Background: an optimization exercise with open tools, aiming at small area. Do not read the settings as production practice.
Only simulation tests tie the RTL to the original design; equivalence was not proved.
Power figures rest on the tool's default switching activity, not on a simulated workload.

**design/flow/constraint.sdc**
```tcl
create_clock -name core_clock -period 40.0 [get_ports {clk}]
set_input_delay 8.0000 -clock core_clock [delete_from_list [all_inputs] [get_ports {clk}]]
set_output_delay 8.0000 -clock core_clock [all_outputs]
set_load 0.01 [all_outputs]
```
**design/flow/run.sh**
```bash
#!/bin/bash
# synth_recipe.tcl (not shown) runs the flow's synth.tcl, then flattens the netlist and writes it again
# the make line also repeats each setting of config.mk as NAME=value (left out here)
make -C /OpenROAD-flow-scripts/flow DESIGN_CONFIG=/design/flow/config.mk WORK_HOME=/design/flow/orfs CLKGATE_MAP_FILE= SYNTH_SCRIPT=/design/flow/synth_recipe.tcl finish
```
**design/flow/design.v**
```verilog
`timescale 1ns / 1ps
module baudGenerator #(  parameter CLK_FREQ  = 25000000,
                                  BAUD_RATE = 19200,
                                  WIDTH	   = 8 ) 
                      ( input clk, 
                        input reset, 
                        output max_tick
                      );
  parameter DVSR = CLK_FREQ/(16*BAUD_RATE);	 
  reg [WIDTH-1:0] count;
  always @(posedge clk, negedge reset)
		begin
			if(!reset)
				count <= {WIDTH{1'b0}};
          	else if(count == DVSR)
          		count <= {WIDTH{1'b0}};
          	else
              count <= count + 1;
		end
  assign max_tick = (count == DVSR)? 1'b1 : 1'b0; 
endmodule
`timescale 1ns / 1ps
module fifo_buf #(parameter 	WIDTH = 8,
				DEPTH = 8) 
                (input  clk, 
                 input  reset, 
                 input  wr_en, 
                 input  rd_en,  
                 output full, 
                 output empty, 
                 output not_empty,
                 input  [WIDTH-1:0] w_data, 
                 output reg [WIDTH-1:0] r_data);
	reg [WIDTH-1:0] mem [DEPTH-1:0]; 
	reg [$clog2(DEPTH):0] rd_ptr, wr_ptr; 		 
	integer i;
	always @(posedge clk, negedge reset)
		begin
			if(!reset)
				begin
					r_data <= 0;
				end
			else if(rd_en && (!empty)) 
				begin
					r_data <= mem[rd_ptr[$clog2(DEPTH)-1:0]];
				end
		end
	always @(posedge clk, negedge reset)
		begin
			if(!reset)
				begin
					for(i=0; i<8; i=i+1)
						mem[i] <= 0;
				end
			else if(wr_en && (!full)) 
				begin
					mem[wr_ptr[$clog2(DEPTH)-1:0]] <= w_data;
				end
		end
	always @(posedge clk, negedge reset)
		begin
			if(!reset)
				begin
					rd_ptr <= 0;
					wr_ptr <= 0;
				end
			else
				begin
					if(rd_en && (!empty))
						rd_ptr <= rd_ptr + 1;
					if(wr_en && (!full))
						wr_ptr <= wr_ptr + 1;
				end
		end
	assign full  = ((wr_ptr[$clog2(DEPTH)] != rd_ptr[$clog2(DEPTH)]) &&(wr_ptr[$clog2(DEPTH)-1:0] == rd_ptr[$clog2(DEPTH)-1:0]))? 1'b1 : 1'b0;
	assign empty = (wr_ptr == rd_ptr)? 1'b1 : 1'b0;
	assign not_empty = ~empty;
endmodule
`timescale 1ns / 1ps
module uart_rx #(parameter DBIT = 8,
			                    SB_TICK = 16 )
               (  input clk, 
                  input reset, 
                  input rx, 
                  input s_tick, 
                  output reg rx_done_tick, 
                  output [7:0] dout );
	parameter [1:0] IDLE  = 2'b00,
					        START = 2'b01,
					        DATA  = 2'b10,
					        STOP  = 2'b11;	
	reg [1:0] cur_state, next_state;
	reg [7:0] b_reg, b_next;
	reg [2:0] n_reg, n_next;
	reg [3:0] s_reg, s_next;
	always @(posedge clk, negedge reset)
		begin
			if(!reset)
				begin
					cur_state <= IDLE;
					b_reg	<= 0;
					n_reg	<= 0;
					s_reg 	<= 0;
				end
			else
				begin
					cur_state <= next_state;
					b_reg <= b_next;
					n_reg <= n_next;
					s_reg <= s_next;
				end
		end
	always @(*)
		begin
			next_state = cur_state;
			rx_done_tick = 1'b0;
			s_next = s_reg;
			n_next = n_reg;
			b_next = b_reg;
			case(cur_state)
				IDLE	: begin 
							if(rx == 1'b0)
								begin
									next_state = START;
									s_next = 0;
								end
						  end
				START	: begin
							if(s_tick) 
								if(s_reg == 7)
									begin
										next_state = DATA;
										s_next = 0;
										n_next = 0;
									end
								else
									s_next = s_reg + 1;
						 end
				DATA	: begin
							if(s_tick)
								if(s_reg == 15)
									begin
										s_next = 0;
										b_next = {rx, b_reg[7:1]};
										if(n_reg == (DBIT-1))
											next_state = STOP;
										else
											n_next = n_reg + 1;
									end
								else
									s_next = s_reg + 1;
						 end
				STOP	: begin
							if(s_tick)
								if(s_reg == (SB_TICK-1))
									begin
										next_state = IDLE;
										rx_done_tick = 1'b1;
									end
								else
									s_next = s_reg + 1;
						  end
			endcase
		end
	assign dout = b_reg;
endmodule
`timescale 1ns / 1ps
module uart_tx #(parameter DBIT = 8,  
                           SB_TICK = 16)  
                (  input clk, 
                   input reset, 
                   input tx_start, 
                   input s_tick, 
                   input [7:0] din, 
                   output tx_done_tick, 
                   output tx );
	parameter [1:0] IDLE  = 2'b00,
					      START = 2'b01,
					      DATA  = 2'b10,
					      STOP  = 2'b11;
	reg [1:0] cur_state, next_state;
	reg [7:0] b_reg, b_next;
	reg [2:0] n_reg, n_next;
	reg [3:0] s_reg, s_next;
	reg tx_reg, tx_next;
  	reg tx_done_tick_reg, tx_done_tick_reg_next;
	always @(posedge clk, negedge reset)
		begin
			if(!reset)
				begin
					cur_state <= IDLE;
					b_reg	<= 0;
					n_reg	<= 0;
					s_reg 	<= 0;
					tx_reg  <= 1'b1;
                  	tx_done_tick_reg <= 1'b0;
				end
			else
				begin
					cur_state <= next_state;
					b_reg <= b_next;
					n_reg <= n_next;
					s_reg <= s_next;
					tx_reg <= tx_next;
					tx_done_tick_reg <= tx_done_tick_reg_next;
				end
		end
	always @(*)
		begin
			next_state = cur_state;
			tx_done_tick_reg_next = 1'b0;
			s_next = s_reg;
			n_next = n_reg;
			b_next = b_reg;
			tx_next = tx_reg;
			case(cur_state)
				IDLE	: begin 
							if(tx_start)
								begin
									next_state = START;
									s_next = 0;
								end
						  end
				START	: begin
							tx_next = 1'b0;
                  			if(s_tick) begin
								if(s_reg == 15)
									begin
                                      	b_next = din;
										next_state = DATA;
										s_next = 0;
										n_next = 0;
									end
								else
									s_next = s_reg + 1;
                            end
						 end
				DATA	: begin
							tx_next = b_reg[0];
                  			if(s_tick) begin
								if(s_reg == 15)
									begin
										s_next = 0;
										b_next = b_reg >> 1;
										if(n_reg == (DBIT-1))
											next_state = STOP;
										else
											n_next = n_reg + 1;
									end
								else
									s_next = s_reg + 1;
                            end
						 end
				STOP	: begin
							tx_next = 1'b1; 
                  			if(s_tick) begin
								if(s_reg == (SB_TICK-1))
									begin
										next_state = IDLE;
										tx_done_tick_reg_next = 1'b1;
									end
								else
									s_next = s_reg + 1;
                  			end
						  end
			endcase
		end	
  assign tx = tx_reg;
  assign tx_done_tick = ((reset!=0)&&(cur_state==IDLE))? 1'b1 : tx_done_tick_reg;
endmodule
`timescale 1ns / 1ps
module uart_rcvr #( parameter W = 8 )
                  (  input clk, 
                     input reset, 
                     input s_tick, 
                     input rx, 
                     input rd_uart, 
                     output [W-1:0] r_data, 
                     output rx_empty, 
                     output rx_full );
	wire [W-1:0]rx_dout;
	wire rx_done_tick;
	uart_rx UART_RX (	.clk(clk), 
						.reset(reset), 
						.rx(rx), 
						.s_tick(s_tick), 
						.rx_done_tick(rx_done_tick), 
						.dout(rx_dout)
					 );
	fifo_buf FIFO_RX (	.clk(clk), 
						.reset(reset), 
						.wr_en(rx_done_tick), 
						.rd_en(rd_uart), 
						.w_data(rx_dout), 
						.r_data(r_data), 
						.full(rx_full), 
						.empty(rx_empty),
						.not_empty()
					 );
endmodule
`timescale 1ns / 1ps
module uart_txmt #(parameter 	WIDTH = 8, 
				                      DBIT = 8,			 
                              SB_TICK = 16)  
                  (  input clk, 
                     input reset, 
                     input s_tick, 
                     input [WIDTH-1:0] w_data, 
                     input wr_uart, 
                     output tx, 
                     output tx_full );
	wire [WIDTH-1:0]tx_din;
	wire tx_done_tick, tx_empty;
	wire tx_fifo_not_empty;  
	fifo_buf FIFO_TX ( .clk(clk), 
						.reset(reset), 
						.wr_en(wr_uart), 
						.rd_en(tx_done_tick), 
						.w_data(w_data), 
						.r_data(tx_din), 
						.full(tx_full), 
						.empty(),
						.not_empty(tx_fifo_not_empty)
					);
	uart_tx  #( 
				.DBIT(DBIT),			 
				.SB_TICK(SB_TICK)    
			  )
			UART_TX( 	.clk(clk), 
						.reset(reset), 
						.tx_start(tx_fifo_not_empty), 
						.s_tick(s_tick), 
						.din(tx_din), 
						.tx_done_tick(tx_done_tick), 
						.tx(tx)
					);
endmodule
`timescale 1ns / 1ps
module uart_top #(	parameter WIDTH = 8,
			                        BR = 115200,
  			                      CLK_FQ = 25000000)
                (  input clk, 
                   input reset,
                   input rd_uart, 
                   input wr_uart,
                   input rx,
                   input [WIDTH-1:0] w_data,
                   output [WIDTH-1:0] r_data,
                   output tx,
                   output rx_fifo_full, 
                   output rx_fifo_empty, 
                   output tx_fifo_full );
	wire tick;
  	baudGenerator #(.BAUD_RATE(BR),
                  	.CLK_FREQ(CLK_FQ),
                  	.WIDTH(WIDTH)
                   )  
  		   BAUD_GEN (	.clk(clk), 
				.reset(reset), 
				.max_tick(tick)
			 );
 	 uart_rcvr UART_RCVR (	.clk(clk), 
				.reset(reset), 
				.s_tick(tick), 
				.rx(rx), 
				.rd_uart(rd_uart), 
				.r_data(r_data),
				.rx_empty(rx_fifo_empty), 
				.rx_full(rx_fifo_full)
                        );
	uart_txmt UART_TXMT	(	.clk(clk), 
					.reset(reset), 
					.s_tick(tick), 
					.w_data(w_data), 
					.wr_uart(wr_uart), 
					.tx(tx), 
					.tx_full(tx_fifo_full)
				);
endmodule
```
**design/flow/config.mk**
```make
export PLATFORM = sky130hd
export DESIGN_NAME = uart_top
export DESIGN_NICKNAME = uart_top
export VERILOG_FILES = /design/flow/design.v
export SDC_FILE = /design/flow/constraint.sdc
export NUM_CORES = 4
export LEC_CHECK = 0
export CAP_MARGIN = 20
export CORE_MARGIN = 2
export CORE_UTILIZATION = 40
export SLEW_MARGIN = 20
```
==> impl_metrics.ini, run 1 <==
[outcome]
status = no timing/DRC/antenna violations

[sta]
final_tns_setup_ps = 0
max_slew_margin_pct = 31.0
slew_at_the_pin_closest_to_its_max_slew_limit_ps = 1020
timing.final.setup_violations = 0
unrepaired_setup_endpoints_after_global_routing = false
slew_viol_final = 0
fin_worst_skew_ps = 5.84
hold_viol_final = 0
fmax_mhz = 93.5
period_share_pct = 26.7
final_period_demand_of_the_worst_path_ps = 10700

[floorplan]
fp-row-count = 57
core_footprint_mm2 = 0.0242
die_width_um = 161
die_area_mm2 = 0.0259
die_y_um = 161
num_io_pins = 25
initial_core_util_pct = 40.7

[synthesis]
netlist-cell-type-count = 60
ys_dominant_reg_cell = sky130_fd_sc_hd__dfrtp_1
yosysTopAreaCellShare_pct = 51.5
postSynth.asyncResetShare_pct = 100
synth.top_cells.by_area = sky130_fd_sc_hd__dfrtp_1 (51%), sky130_fd_sc_hd__mux2_2 (14%), sky130_fd_sc_hd__ha_1 (5.5%)
synthCells = 801
synth_commonest_cells = sky130_fd_sc_hd__dfrtp_1 (203), sky130_fd_sc_hd__mux2_2 (121), sky130_fd_sc_hd__nand2_1 (70)
synthesis.area_per_instance_um2 = 12.3
syn_area_mm2 = 0.00987
synth_fp_nets = 857
synth_warnings = 5
synth-edff-count = 0
synth.most_common_cell = sky130_fd_sc_hd__dfrtp_1
synthDominantAreaCellType = sky130_fd_sc_hd__dfrtp_1
synth_sequential_area_ratio_pct = 51.7
synth-seq-cells = 204

[job]
max_cap_viol_count = 0

[setup_path]
timing.critical_path.from_type = flip-flop
critical_register_to_register_path_startpoint = UART_RCVR.FIFO_RX.rd_ptr[2]
timing.critical_path.arrival_ps = 2700
end_of_the_worst_register_to_register_path = UART_RCVR.FIFO_RX.r_data[5]
critPathKind = flip-flop to output port
r2r_cells = 6
crit_path_end_kind = output port
critical_path_peak_fanout = 26
worst_reg_to_reg_setup_slack_ps = 36920
crit_required_ps = 32000

[place]
buffer_ports.inserted = 24
place_congestion = 0.727
hpwl_um = 12800
place_area_mm2 = 0.0103

[clock_tree]
clk_pin_slew_worst_paths_ps = 60
cts_resized = 0
root_cell_of_the_clock_tree = sky130_fd_sc_hd__clkbuf_16
cts_post_setup_buffers_inserted = 0
holdBufCountCts = 0
tritoncts = built
clkLatencyLatePin_ps = 500
inserted_clock_buffers = 23
cts.htree.levels = 1
clkSinkCount = 204
clk_path_buf_depth = 3

[layout]
layout.cell_area.non_filler_mm2 = 0.0110
diodes = 0
syn2layout_area_growth_pct = 11.6
fillers = 2271
fin_nets = 862
post_route_cells_drive_above_1_share_pct = 24.7

[pwr]
p_switching_mw = 0.130
clock_power_share_pct = 37.7
power_report.internal_total_mw = 0.407
irDropWorstVdd_uv = 37.1
p_leak_nw = 4.95
sw_frac_of_total_pct = 24.3
seqPwrFrac_pct = 48.5
overall_power_of_the_completed_layout_mw = 0.537
power_density_mw_per_mm2 = 48.8
power.share.combinational_pct = 13.8

[routing]
wire_per_inst_um = 16.9
route.detailed.drc = 0
viasPerCell = 5.31
via_count = 6059
finalWirelength_um = 19200
drt-initial-drc-count = 352
drt-pass1-iter-count = 4
drtAntennaViolNets = 0

[min_path]
timing.hold.worst.class = flip-flop to flip-flop
hold_path_cells = 1
hold_path.startpoint = BAUD_GEN.count[7]
whs_endpoint = BAUD_GEN.count[7]

[global_route]
aggregate_global_routing_overflow = 0
first_pass_grt_wire_length_um = 32800
pin_count_of_the_biggest_net_entering_global_routing = 82
antenna_found_initial = 0
first_global_vias = 6097
grt_util_all_layers_pct = 15.3
==> layout make-up <==
class / instances / area (µm²) / share of cell area [%]
Clock buffer: 33 / 643 / 5.84
Clock inverter: 3 / 67.6 / 0.614
Inverter: 23 / 86.3 / 0.784
Multi-Input combinational cell: 526 / 4420 / 40.2
Sequential cell: 204 / 5110 / 46.4
Tap cell: 324 / 405 / 3.68
Timing Repair Buffer: 28 / 278 / 2.52
==> layer usage <==
layer	global-route usage, %	part of all wire [%]
met2	24.6	46
met3	2.13	2.8
met4	3.45	2.2
met5	0	0
met1	22.0	49
==> worst max-delay path: stages, from the launching register on <==
cell and delay, ps:
sky130_fd_sc_hd__dfrtp_1 910, sky130_fd_sc_hd__xor2_1 230, sky130_fd_sc_hd__or2_1 290, sky130_fd_sc_hd__nor3_1 200, sky130_fd_sc_hd__clkdlybuf4s50_1 560
==> kinds of logic (layout without fill, tap and decap cells) <==
logic type | after synthesis | in the layout | synth area share, %
flip-flops | 204 | 204 | 51.7
multiplexers | 166 | 166 | 20.0
AND/OR/NAND/NOR | 165 | 165 | 8.24
AO/OA/AOI/OAI | 130 | 130 | 9.10
buffers and inverters | 71 | 87 | 3.46
adder cells (fa/ha/maj) | 43 | 43 | 5.45
XOR/XNOR | 22 | 22 | 1.95
==> power by group through the flow <==
stage	Clock (mW)	Sequential [mW]	Combinational, mW
4_1_cts	0.209	0.260	0.0753
6_report	0.202	0.260	0.0743
2_1_floorplan	0	0.258	0.0584
5_1_grt	0.216	0.265	0.0827
3_5_place_dp	0	0.264	0.0748
3_3_place_gp	0	0.263	0.0725
==> how the worst max path moves through the flow <==
stage | start | slack [ps] | endpoint | depth (start not counted)
final | UART_TXMT.FIFO_TX.rd_ptr[2] | 29300 | tx_fifo_full | 4
after global routing | UART_TXMT.FIFO_TX.rd_ptr[2] | 29150 | tx_fifo_full | 4
after CTS | UART_TXMT.FIFO_TX.rd_ptr[2] | 29260 | tx_fifo_full | 4
after detailed placement | UART_TXMT.FIFO_TX.rd_ptr[2] | 29810 | tx_fifo_full | 4
after global placement | UART_TXMT.FIFO_TX.rd_ptr[2] | 29840 | tx_fifo_full | 4
after floorplan | UART_TXMT.FIFO_TX.wr_ptr[2] | 30740 | tx_fifo_full | 4
==> placed cells by master, fill, tap and decap left out, types with 6 or more instances in the layout <==
cell,n
sky130_fd_sc_hd__dfrtp_1,203
sky130_fd_sc_hd__mux2_2,121
sky130_fd_sc_hd__nand2_1,70
sky130_fd_sc_hd__ha_1,43
sky130_fd_sc_hd__o21ai_0,40
sky130_fd_sc_hd__mux2_4,32
sky130_fd_sc_hd__nand3_1,27
sky130_fd_sc_hd__inv_1,23
sky130_fd_sc_hd__clkbuf_16,23
sky130_fd_sc_hd__clkdlybuf4s50_1,23
sky130_fd_sc_hd__nor2_1,18
sky130_fd_sc_hd__a21oi_1,18
sky130_fd_sc_hd__xnor2_1,13
sky130_fd_sc_hd__a222oi_1,12
sky130_fd_sc_hd__a221oi_1,10
sky130_fd_sc_hd__xor2_1,9
sky130_fd_sc_hd__mux2i_1,9
sky130_fd_sc_hd__nor3_1,7
sky130_fd_sc_hd__a22oi_1,7
sky130_fd_sc_hd__clkbuf_1,7
sky130_fd_sc_hd__and2_1,6
sky130_fd_sc_hd__and3_1,6
sky130_fd_sc_hd__o211ai_1,6
==> stage by stage <==
stage	std cells	util (%)	setup WS [ps]	hold slack, ps
2_1_floorplan	801	-	30740	433
3_3_place_gp	1105	42.4	29840	463
3_5_place_dp	1105	42.4	29810	463
4_1_cts	1141	45.4	29260	472
5_1_grt	1141	45.4	29150	497
6_report	1141	45.4	29300	466
==> run 2: changes to the inputs <==
==> design/flow/design.v (replaced) <==
`timescale 1ns / 1ps
module uart_top #(parameter WIDTH = 8,
                            BR = 115200,
                            CLK_FQ = 25000000)
                (  input clk,
                   input reset,
                   input rd_uart,
                   input wr_uart,
                   input rx,
                   input [WIDTH-1:0] w_data,
                   output [WIDTH-1:0] r_data,
                   output tx,
                   output rx_fifo_full,
                   output rx_fifo_empty,
                   output tx_fifo_full );
  reg [3:0] bcnt;
  wire tick = (bcnt == 4'd13);
  always @(posedge clk, negedge reset)
    if (!reset)     bcnt <= 4'd0;
    else if (tick)  bcnt <= 4'd0;
    else            bcnt <= bcnt + 4'd1;
  reg       rx_idle;
  reg [7:0] rc;
  reg [7:0] rb;
  wire rx_end  = ~rx_idle & tick & (rc == 8'h0F);
  always @(posedge clk, negedge reset)
    if (!reset)               rx_idle <= 1'b1;
    else if (rx_idle)         rx_idle <= rx;
    else if (rx_end)          rx_idle <= 1'b1;
  always @(posedge clk)
    if (rx_idle)              rc <= 8'h78;
    else if (tick)            rc <= rc + 8'd1;
  always @(posedge clk)
    if (~rx_idle & tick & rc[7] & (rc[3:0] == 4'hF))
      rb <= {rx, rb[7:1]};
  reg [7:0] rmem [0:7];
  reg [3:0] rwp, rrp;
  reg [7:0] rdata;
  wire r_empty = (rwp == rrp);
  wire r_full  = (rwp[2:0] == rrp[2:0]) & (rwp[3] != rrp[3]);
  wire r_push  = rx_end & ~r_full;
  wire r_pop   = rd_uart & ~r_empty;
  always @(posedge clk)
    if (r_push) rmem[rwp[2:0]] <= rb;
  always @(posedge clk, negedge reset)
    if (!reset) begin
      rwp <= 4'd0; rrp <= 4'd0; rdata <= 8'd0;
    end else begin
      if (r_push) rwp <= rwp + 4'd1;
      if (r_pop) begin
        rrp   <= rrp + 4'd1;
        rdata <= rmem[rrp[2:0]];
      end
    end
  assign r_data        = rdata;
  assign rx_fifo_full  = r_full;
  assign rx_fifo_empty = r_empty;
  reg [7:0] tmem [0:7];
  reg [3:0] twp, trp;
  wire t_empty = (twp == trp);
  wire t_full  = (twp[2:0] == trp[2:0]) & (twp[3] != trp[3]);
  wire t_push  = wr_uart & ~t_full;
  reg       tx_idle;
  wire t_pop   = tx_idle & ~t_empty;
  always @(posedge clk)
    if (t_push) tmem[twp[2:0]] <= w_data;
  always @(posedge clk, negedge reset)
    if (!reset) begin
      twp <= 4'd0; trp <= 4'd0;
    end else begin
      if (t_push) twp <= twp + 4'd1;
      if (t_pop)  trp <= trp + 4'd1;
    end
  assign tx_fifo_full = t_full;
  reg [7:0] tc;
  reg [7:0] tb;
  reg       txr;
  wire tx_end = ~tx_idle & tick & (tc == 8'h0F);
  always @(posedge clk, negedge reset)
    if (!reset)               tx_idle <= 1'b1;
    else if (tx_idle)         tx_idle <= t_empty;
    else if (tx_end)          tx_idle <= 1'b1;
  always @(posedge clk)
    if (tx_idle)              tc <= 8'h70;
    else if (tick)            tc <= tc + 8'd1;
  always @(posedge clk)
    if (t_pop) tb <= tmem[trp[2:0]];
  always @(posedge clk, negedge reset)
    if (!reset)               txr <= 1'b1;
    else if (tx_idle)         txr <= 1'b1;
    else if (tc[7])           txr <= tb[tc[6:4]];
    else                      txr <= (tc[6:4] != 3'd7);
  assign tx = txr;
endmodule
==> impl_metrics.ini, run 2 <==
[synthesis]
synth_fp_nets = 455
yosysTopAreaCellShare_pct = 56.6
synth-seq-cells = 191
postSynth.asyncResetShare_pct = 16.2
dominant_combinational_cell_family_by_area_after_synthesis = multiplexers
ys_dominant_reg_cell = sky130_fd_sc_hd__edfxtp_1
synth_warnings = 1
yosys-mux-area-fraction_pct = 13.0
synthesis.area_per_instance_um2 = 17.5
synth.most_common_cell = sky130_fd_sc_hd__edfxtp_1
compound_gate_portion_of_the_synthesized_area_pct = 2.01
synthCells = 436
xor_xnor_share_of_the_synthesized_area_pct = 4.11
simple_gate_share_of_the_synthesized_area_pct = 6.80
post_synth_fa_ha_maj_area_fraction_pct = 0.983
synth_sequential_area_ratio_pct = 71.0
netlist-cell-type-count = 44
syn_area_mm2 = 0.00764
synthDominantAreaCellType = sky130_fd_sc_hd__edfxtp_1
synth_commonest_cells = sky130_fd_sc_hd__edfxtp_1 (144), sky130_fd_sc_hd__mux4_2 (34), sky130_fd_sc_hd__nand2_1 (32)
synth-edff-count = 144
synth.top_cells.by_area = sky130_fd_sc_hd__edfxtp_1 (57%), sky130_fd_sc_hd__mux4_2 (10%), sky130_fd_sc_hd__dfrtp_1 (9.2%)

[sta]
final_tns_setup_ps = 0
period_share_pct = 27.0
unrepaired_setup_endpoints_after_global_routing = false
slew_at_the_pin_closest_to_its_max_slew_limit_ps = 975
timing.final.setup_violations = 0
slew_viol_final = 0
final_period_demand_of_the_worst_path_ps = 10790
post-route-worst-setup-slack_ps = 29210
fin_worst_skew_ps = 13.2
hold_viol_final = 0
max_slew_margin_pct = 34.5
fmax_mhz = 92.6
hold_slack_ps = 475

[place]
buffer_ports.inserted = 24
dp_cells = 681
place_congestion = 0.781
hpwl_um = 8330
preCtsSetupSlack_ps = 29640

[routing]
drt-initial-drc-count = 245
drt-pass1-iter-count = 6
wire_per_inst_um = 18.2
finalWirelength_um = 12900
via_count = 3629
drtAntennaViolNets = 0
route.detailed.drc = 0
viasPerCell = 5.09

[setup_path]
cp_slowest_cell = sky130_fd_sc_hd__dfrtp_1
end_of_the_worst_register_to_register_path = tmem[0][3]
timing.critical_path.from_type = flip-flop
r2r_cells = 4
worst_reg_to_reg_setup_slack_ps = 36990
timing.critical_path.arrival_ps = 2790
critical-path-max-stage-delay_ps = 920
crit_required_ps = 32000
critical_register_to_register_path_startpoint = trp[1]
cp_cell_sequence = xor2_1 -> or4_4 -> inv_1 -> clkdlybuf4s50_1
crit_path_end_kind = output port
critPathKind = flip-flop to output port
critical_path_peak_fanout = 20

[layout]
post_route_cells_drive_above_1_share_pct = 20.9
fin_nets = 485
diodes = 0
final_common_cell = sky130_fd_sc_hd__edfxtp_1
syn2layout_area_growth_pct = 13.4
final_cells = 713
fillers = 1590
most-common-layout-cells = sky130_fd_sc_hd__edfxtp_1 (144), sky130_fd_sc_hd__mux4_2 (34), sky130_fd_sc_hd__nand2_1 (32)

[global_route]
first_global_vias = 3779
grt_util_all_layers_pct = 14.0
aggregate_global_routing_overflow = 0
first_pass_grt_wire_length_um = 21000
pin_count_of_the_biggest_net_entering_global_routing = 32
antenna_found_initial = 0

[clock_tree]
inserted_clock_buffers = 17
clkLatencyLatePin_ps = 430
cts.htree.levels = 4
tritoncts = built
root_cell_of_the_clock_tree = sky130_fd_sc_hd__clkbuf_16
clkSinkCount = 191
clk_pin_slew_worst_paths_ps = 70
holdBufCountCts = 0
clk_path_buf_depth = 2
cts_post_setup_buffers_inserted = 0
cts_resized = 0

[min_path]
timing.hold.worst.class = flip-flop to flip-flop
whs_endpoint = rdata[4]
hold_path_cells = 2
hold_path.startpoint = rdata[4]

[floorplan]
core_footprint_mm2 = 0.0187
die_y_um = 142
die_area_mm2 = 0.0202
num_io_pins = 25
fp-row-count = 50
die_width_um = 142
initial_core_util_pct = 40.8

[pwr]
overall_power_of_the_completed_layout_mw = 0.409
power_density_mw_per_mm2 = 47.3
irDropWorstVdd_uv = 30.8
p_leak_nw = 2.94

[outcome]
status = no timing/DRC/antenna violations

[job]
max_cap_viol_count = 0
==> run 2: layout make-up <==
class                   count  area, µm²  area share [%]
inverters                   9       33.8           0.390
well taps                 234        293            3.38
clock inverters            14        105            1.21
flip-flops and latches    191       5420            62.6
clock buffers              18        429            4.95
repair buffers             33        310            3.58
multi-input cells         214       2070            23.9
==> run 2: kinds of logic (layout without fill, tap and decap cells) <==
kind of cell | after synthesis | in the layout
fa+ha+maj | 6 | 6
flops | 191 | 191
xor+xnor | 35 | 35
mux | 55 | 55
compound gates | 23 | 23
buf+inv | 31 | 74
simple gates | 95 | 95
==> run 2: worst max-delay path: cells and delay by family (launching register included) <==
family	cells	cell delay [ps]
xor+xnor	1	240
flops	1	920
buf+inv	2	590
simple gates	1	610
==> run 2: how the worst max path moves through the flow <==
stage,from,to,slack (ps)
finish,rrp[1],rx_fifo_full,29210
global route,rrp[1],rx_fifo_full,29040
global placement,rrp[1],rx_fifo_full,29650
detailed placement,rrp[1],rx_fifo_full,29640
CTS,rrp[1],rx_fifo_full,29170
floorplan,wr_uart,tmem[0][0],30560
==> run 2: routing by layer <==
layer  vias up  wire length, µm  part of all wire [%]  GRT usage, %
met2        49             6280                    49          22.8
met4         0              131                   1.0          4.42
met3        13              351                   2.7          3.57
li1       1730                -                     -             -
met5         -                0                     0             0
met1      1837             6180                    48          18.7
==> run 2: stage by stage <==
stage	utilization [%]	cell area [µm²]
4_1_cts	46.3	8660
3_5_place_dp	43.4	8120
2_1_floorplan	-	7640
6_report	46.3	8660
3_3_place_gp	43.4	8110
5_1_grt	46.3	8660
==> run 2: report_power, final <==
part | internal, mW | total (mW) | switching (mW)
Clock | 0.0802 | 0.154 | 0.0739
Sequential | 0.225 | 0.232 | 0.00717
Combinational | 0.00968 | 0.0234 | 0.0137
Total | 0.315 | 0.409 | 0.0948

-- separate check: timing with driven ports --
The results above use ideal ports. As a check the final layouts listed here were re-extracted and re-timed, cells and wires unchanged.
Step 1 sets driving cells, clkbuf_16 on the clock port and buf_2 on the other inputs (assumed; they add their load-dependent delay and slew).
Step 2 adds t to the input delays and takes it off the output delays; t is the mean of the earliest and latest rising clock arrival at the registers after step 1. Input paths then give back, and output paths get back, about the clock's delay inside the block.
a / b / c = ideal ports / drivers / drivers and shift; a / b = the first two.
run	shift t [ns]	setup WS [ns]	clock arrival spread, ns	slew at the worst register clock pin (ns)	pins driven straight from the clock port
run 1	0.534	29.300 / 29.258 / 29.792	0.006 / 0.006	0.06 / 0.06	1
run 2	0.466	29.206 / 29.166 / 29.632	0.014 / 0.014	0.07 / 0.07	1
After both steps setup and hold are still met in every run listed.
